Context: an optimization exercise on an open-source flow, tuned for small area. The choices shown serve that exercise and are no tape-out recipe. At most, simulation tests tie the RTL to the original design; equivalence was not proved. Power is estimated from default activity; no workload was simulated.

// udp_plus_fix
module udp_plus_fix(
    input         clk,
    input         rst,
    input  [7:0]  data_in,
    input         valid_in,
    output        fix_packet_done_in,
    output        msg_valid,
    output        msg_type,
    output [47:0] symbol_id,
    output        side,
    output [63:0] price,
    output [63:0] quantity,
    output [31:0] order_id
    );
==> flow/config.mk <==
export PLATFORM = sky130hd
export DESIGN_NAME = udp_plus_fix
export DESIGN_NICKNAME = udp_plus_fix
export VERILOG_FILES = /design/flow/design.v
export SDC_FILE = /design/flow/constraint.sdc
export NUM_CORES = 4
export LEC_CHECK = 0
export CAP_MARGIN = 20
export CORE_MARGIN = 2
export CORE_UTILIZATION = 40
export SLEW_MARGIN = 20
==> flow/constraint.sdc <==
create_clock -name core_clock -period 10.0 [get_ports {clk}]
set_input_delay 2.0000 -clock core_clock [delete_from_list [all_inputs] [get_ports {clk}]]
set_output_delay 2.0000 -clock core_clock [all_outputs]
set_load 0.01 [all_outputs]
standard.sh (not shown) runs the stock make flow with config.mk's settings and CLKGATE_MAP_FILE= SYNTH_SCRIPT=/design/flow/synth_recipe.tcl, a recipe that flattens the netlist after the stock synthesis.
==> flow/flow/run.sh <==
#!/bin/bash
# The standard layout, with every port buffered by the smallest buffer
# (sky130_fd_sc_hd__buf_1) and clock tree synthesis without dummy loads.
set -euo pipefail
bash standard.sh "BUFFER_PORTS_ARGS=-buffer_cell sky130_fd_sc_hd__buf_1" \
  "CTS_ARGS=-sink_clustering_enable -repair_clock_nets -sink_clustering_size 30 -sink_clustering_max_diameter 110 -dont_use_dummy_load" \
  finish > standard_flow.log 2>&1
The starting point finished clean.
Then changed:
==> flow/flow/run.sh (replaced) <==
#!/bin/bash
# The standard layout, with every port buffered by the smallest buffer
# (sky130_fd_sc_hd__buf_1) and clock tree synthesis without dummy loads.
set -euo pipefail
bash standard.sh "BUFFER_PORTS_ARGS=-buffer_cell sky130_fd_sc_hd__buf_1" \
  "CTS_ARGS=-sink_clustering_enable -repair_clock_nets -sink_clustering_size 10 -sink_clustering_max_diameter 50 -sink_clustering_buffer sky130_fd_sc_hd__clkbuf_4 -dont_use_dummy_load" \
  finish > standard_flow.log 2>&1
Via count is higher slightly; total power rises slightly; clock skew went up by 0.016 ns; sequential power stays flat; critical path depth stays the same; sequential cell count stays the same.
Then changed:
==> flow/flow/run.sh (replaced) <==
#!/bin/bash
# The standard layout, with every port buffered by the smallest buffer
# (sky130_fd_sc_hd__buf_1) and clock tree synthesis without dummy loads.
set -euo pipefail
bash standard.sh "BUFFER_PORTS_ARGS=-buffer_cell sky130_fd_sc_hd__buf_1" \
  "CTS_ARGS=-sink_clustering_enable -repair_clock_nets -sink_clustering_size 25 -sink_clustering_max_diameter 100 -dont_use_dummy_load" \
  finish > standard_flow.log 2>&1
Effect: The changed run passed the timing, design-rule and antenna checks; area after synthesis does not change; global-route usage fell by 0.39 points; final area barely changes; via count went down by 0.60%; clock power goes up by 6.2%; sequential power stays flat.

========
run A:
Another version of the RTL of udp_plus_fix (not shown whole).
Size in the first run: ~1900 cells after synthesis, about 400 flip-flops, ~220 I/O pins.
==> flow/design.v (excerpt) <==
module udp_plus_fix(
    input         clk,
    input         rst,
    input  [7:0]  data_in,
    input         valid_in,
    output        fix_packet_done_in,
    output        msg_valid,
    output        msg_type,
    output [47:0] symbol_id,
    output        side,
    output [63:0] price,
    output [63:0] quantity,
    output [31:0] order_id
    );
clock: 10.0 ns
lec_check: 0
abc_area: 1
cap_margin: 20
core_margin: 2
core_utilization: 65
cts_cluster_diameter: 100
cts_cluster_size: 25
slew_margin: 20
==> flow/flow/run.sh <==
#!/bin/bash
# The standard layout, with every port buffered by the smallest buffer
# (sky130_fd_sc_hd__buf_1) instead of the one buffer_ports picks by default.
set -euo pipefail
bash standard.sh "BUFFER_PORTS_ARGS=-buffer_cell sky130_fd_sc_hd__buf_1" finish > standard_flow.log 2>&1
Having completed the whole flow, run A delivered a layout that passed the timing, design-rule and antenna checks.
Here is what was changed in the inputs of run B compared with run A.
--- a/flow/config.mk
+++ b/flow/config.mk
@@ -8 +7,0 @@
-export ABC_AREA = 1
@@ -11 +10 @@
-export CORE_UTILIZATION = 65
+export CORE_UTILIZATION = 40
Results
Taking run A over run B, the switching component of the power ratio works out to 1.2. [run B] total track usage fell 9.6 points relative to run A. Against run A, run B comes in 0.35 lower on routed via count divided by cell count. Run A ended up with fp.count_m1[4]$_SDFF_PP1_ as its critical path endpoint; run B ended up with fp.count_m1[15]$_SDFF_PP1_. STATUS register-to-register slack: run B loses against run A. Mux share of post-synthesis cell area ends up lower on run A.
Here is what was changed in the inputs of run C compared with run B.
--- a/flow/config.mk
+++ b/flow/config.mk
@@ -11 +10,0 @@
-export CTS_CLUSTER_DIAMETER = 100
Findings:
Run B → run C: required time of the critical path went up, combinational cell fraction of total power fell 0.6 points, amount of wire on met2 after detailed routing moved up.
Boundary pin count came out exactly the same in run C and run B.
Changes observed in run C relative to run B: total length of routed wires climbed 1.9%, minimum period implied by the final worst setup slack shows an increase of 3.9 ps, via count of the first global-routing pass saw an increase, power went up.
Setup slack: run C lower than run B
There was hardly any difference in final critical-path share of the clock period between run B and run C.
There was hardly any difference in clock skew between run B and run C.

========
## run 1
udp_plus_fix again, from the RTL that the note above started with.
// udp_plus_fix
module udp_plus_fix(
    input         clk,
    input         rst,
    input  [7:0]  data_in,
    input         valid_in,
    output        fix_packet_done_in,
    output        msg_valid,
    output        msg_type,
    output [47:0] symbol_id,
    output        side,
    output [63:0] price,
    output [63:0] quantity,
    output [31:0] order_id
    );
    wire [7:0] fix_data;
    wire msg_complete, tag_valid, tag_first, value_valid, value_first;
    udp_parser udp(
        .clk(clk), .rst(rst), .data_in(data_in), .valid_in(valid_in),
        .payload_data(fix_data), .packet_done(fix_packet_done_in));
    fix_parser fp(
        .clk(clk), .rst(rst), .data_in(fix_data),
        .msg_complete(msg_complete), .tag_valid(tag_valid), .tag_first(tag_first),
        .value_valid(value_valid), .value_first(value_first));
    fix_to_order_book fto(
        .clk(clk), .rst(rst), .data(fix_data), .msg_complete(msg_complete),
        .tag_valid(tag_valid), .tag_first(tag_first),
        .value_valid(value_valid), .value_first(value_first),
        .msg_valid(msg_valid), .msg_type(msg_type), .symbol_id(symbol_id),
        .side(side), .price(price), .quantity(quantity), .order_id(order_id));
endmodule
export LEC_CHECK = 0
export CAP_MARGIN = 20
export CORE_MARGIN = 2
export CORE_UTILIZATION = 40
export CTS_CLUSTER_DIAMETER = 90
export CTS_CLUSTER_SIZE = 32
export SLEW_MARGIN = 20
create_clock -name core_clock -period 10.0 [get_ports {clk}]
Scripts as last shown in full above: flow/flow/run.sh
Here is what was changed in the inputs of run 2 compared with run 1.
# run 1
export LEC_CHECK = 0
export CAP_MARGIN = 20
export CORE_MARGIN = 2
export CORE_UTILIZATION = 40
export CTS_CLUSTER_DIAMETER = 90
export CTS_CLUSTER_SIZE = 32
export SLEW_MARGIN = 20
create_clock -name core_clock -period 10.0 [get_ports {clk}]
# run 2
export LEC_CHECK = 0
export ABC_AREA = 1
export CAP_MARGIN = 20
export CORE_MARGIN = 2
export CORE_UTILIZATION = 40
export CTS_CLUSTER_DIAMETER = 100
export CTS_CLUSTER_SIZE = 25
export SLEW_MARGIN = 20
create_clock -name core_clock -period 10.0 [get_ports {clk}]
Notes after the runs:
When run 2 is set beside run 1, its combinational cell fraction of total power turns out to be 6.8 points larger. Summary of run 2 over run 1: number of resized instances in the post-cts repair step about even; instance area after placement rose about 0.5%; footprint of the multi-input gates fell 7.2%; worst setup slack rose 300 ps. Comparing run 2 with run 1, the utilization of the core after routing came out essentially unchanged.
### run 2 -> run 3
# run 2
export LEC_CHECK = 0
export ABC_AREA = 1
export CAP_MARGIN = 20
export CORE_MARGIN = 2
export CORE_UTILIZATION = 40
export CTS_CLUSTER_DIAMETER = 100
export CTS_CLUSTER_SIZE = 25
export SLEW_MARGIN = 20
create_clock -name core_clock -period 10.0 [get_ports {clk}]
# run 3
export LEC_CHECK = 0
export CAP_MARGIN = 20
export CORE_MARGIN = 2
export CORE_UTILIZATION = 40
export CTS_CLUSTER_SIZE = 35
export SLEW_MARGIN = 20
create_clock -name core_clock -period 10.0 [get_ports {clk}]
Notes after the runs:
- Run 2 has a lower mean number of vias per cell than run 3.
- Between run 3 and run 2, it is run 3 whose global-route wire length before repair is higher, by 5.1%.
- Run 3 ends up with higher design area than run 2 does.
- On run 3: relative slew slack is 7.0 points lower than what run 2 gave.
- Going from run 2 to run 3, peak supply drop has decreased; clock group share of total power now sits higher; number of buffers created by CTS increased 23; final hold slack dropped 6.0 ps.
- Looking at mux share of post-synthesis cell area, run 3 sits 1.3 points above run 2.
- Sequential share of layout area on run 3 is down relative to run 2.
- Comparing run 3 and run 2, the lower clock period minus final worst setup slack is on run 2.

========
udp_plus_fix, a different RTL version from the one above (not shown whole).
For scale: about 400 flip-flops, roughly 220 I/O pins, roughly 19,000 um2 of cells after synthesis.
Design udp_plus_fix, start of the top module:
module udp_plus_fix(
    input         clk,
    input         rst,
    input  [7:0]  data_in,
    input         valid_in,
    output        fix_packet_done_in,
    output        msg_valid,
    output        msg_type,
    output [47:0] symbol_id,
    output        side,
    output [63:0] price,
    output [63:0] quantity,
    output [31:0] order_id
    );
==> flow/config.mk <==
export PLATFORM = sky130hd
export DESIGN_NAME = udp_plus_fix
export DESIGN_NICKNAME = udp_plus_fix
export VERILOG_FILES = /design/flow/design.v
export SDC_FILE = /design/flow/constraint.sdc
export NUM_CORES = 4
export LEC_CHECK = 0
export CAP_MARGIN = 20
export CORE_MARGIN = 2
export CORE_UTILIZATION = 40
export SLEW_MARGIN = 20
==> flow/constraint.sdc <==
create_clock -name core_clock -period 10.0 [get_ports {clk}]
set_input_delay 2.0000 -clock core_clock [delete_from_list [all_inputs] [get_ports {clk}]]
set_output_delay 2.0000 -clock core_clock [all_outputs]
set_load 0.01 [all_outputs]
Scripts as last shown in full above: flow/flow/run.sh
The starting point completed with no timing, DRC or antenna violations.
==> next run, changes <==
==> flow/run.sh (new file) <==
#!/bin/bash
# synth_recipe.tcl (not shown) runs the flow's synth.tcl, then flattens the netlist and writes it again
# the make line also repeats each setting of config.mk as NAME=value (left out here)
make -C /OpenROAD-flow-scripts/flow DESIGN_CONFIG=/design/flow/config.mk WORK_HOME=/design/flow/orfs CLKGATE_MAP_FILE= SYNTH_SCRIPT=/design/flow/synth_recipe.tcl finish
removed: flow/flow/run.sh
removed: flow/standard.sh
The new run produced a clean layout; clock power drops by about 3%; global-route usage climbs by 0.59 points; critical path depth does not change; sequential cell count does not change; core utilization climbs by 2.8 points; synthesized area is unchanged; non-clock buffer count climbs by 2; worst setup slack is better by 0.023 ns.
==> next run, changes <==
- CTS_BUF_LIST: unset -> sky130_fd_sc_hd__clkbuf_4
- CTS_CLUSTER_SIZE: unset -> 30
=> The changed run finished clean; power came out lower by 2.2%; setup slack gets better by 0.028 ns; clock skew is higher by 0.026 ns; final area is about the same; wire length climbs by 2.2%; via count goes up by 3.7%; non-clock buffer count stays the same; utilization is higher by 0.12 points; die area does not change.
Function was not checked in any run of this note: the RTL went through the layout flow alone.

[what the ideal ports hide]
In the flow no input, the clock included, has a driving cell. The finished layouts below were timed again as built, in two steps.
Step 1 (the two cells are an assumption about what drives the block):
set clk [get_ports {clk}]
set_driving_cell -lib_cell sky130_fd_sc_hd__clkbuf_16 $clk
set_driving_cell -lib_cell sky130_fd_sc_hd__buf_2 [delete_from_list [all_inputs] $clk]
Step 2 times the ports against the registers' clock, not the clock port: input delays grow and output delays shrink by t, the midpoint of the rising clock arrivals with the driver on.
Slacks: ideal / step 1 / step 2; pairs: ideal / step 1.
| run | shift t [ns] | setup slack, ns | worst setup path at the end | cell pins on the clock port's net |
|---|---|---|---|---|
| the first run of note 1 | 0.565 | 4.976 / 4.925 / 5.490 | register to output | 1 |
| the second run of note 1 | 0.558 | 4.968 / 4.918 / 5.476 | register to output | 1 |
| the third run of note 1 | 0.578 | 4.959 / 4.907 / 5.485 | register to output | 1 |
| run A | 0.571 | 3.776 / 3.776 / 3.776 | register to register | 1 |
| run B | 0.596 | 3.459 / 3.459 / 3.459 | register to register | 1 |
| run C | 0.617 | 3.455 / 3.455 / 3.455 | register to register | 1 |
| run 1 | 0.599 | 3.462 / 3.462 / 3.462 | register to register | 1 |
| run 2 | 0.591 | 3.758 / 3.758 / 3.758 | register to register | 1 |
| run 3 | 0.617 | 3.455 / 3.455 / 3.455 | register to register | 1 |
| the first run of note 4 | 0.603 | 2.342 / 2.342 / 2.342 | register to register | 1 |
| the second run of note 4 | 0.601 | 2.365 / 2.365 / 2.365 | register to register | 1 |
| the third run of note 4 | 0.879 | 2.392 / 2.392 / 2.392 | register to register | 1 |
After both steps setup and hold are still met in every run listed.
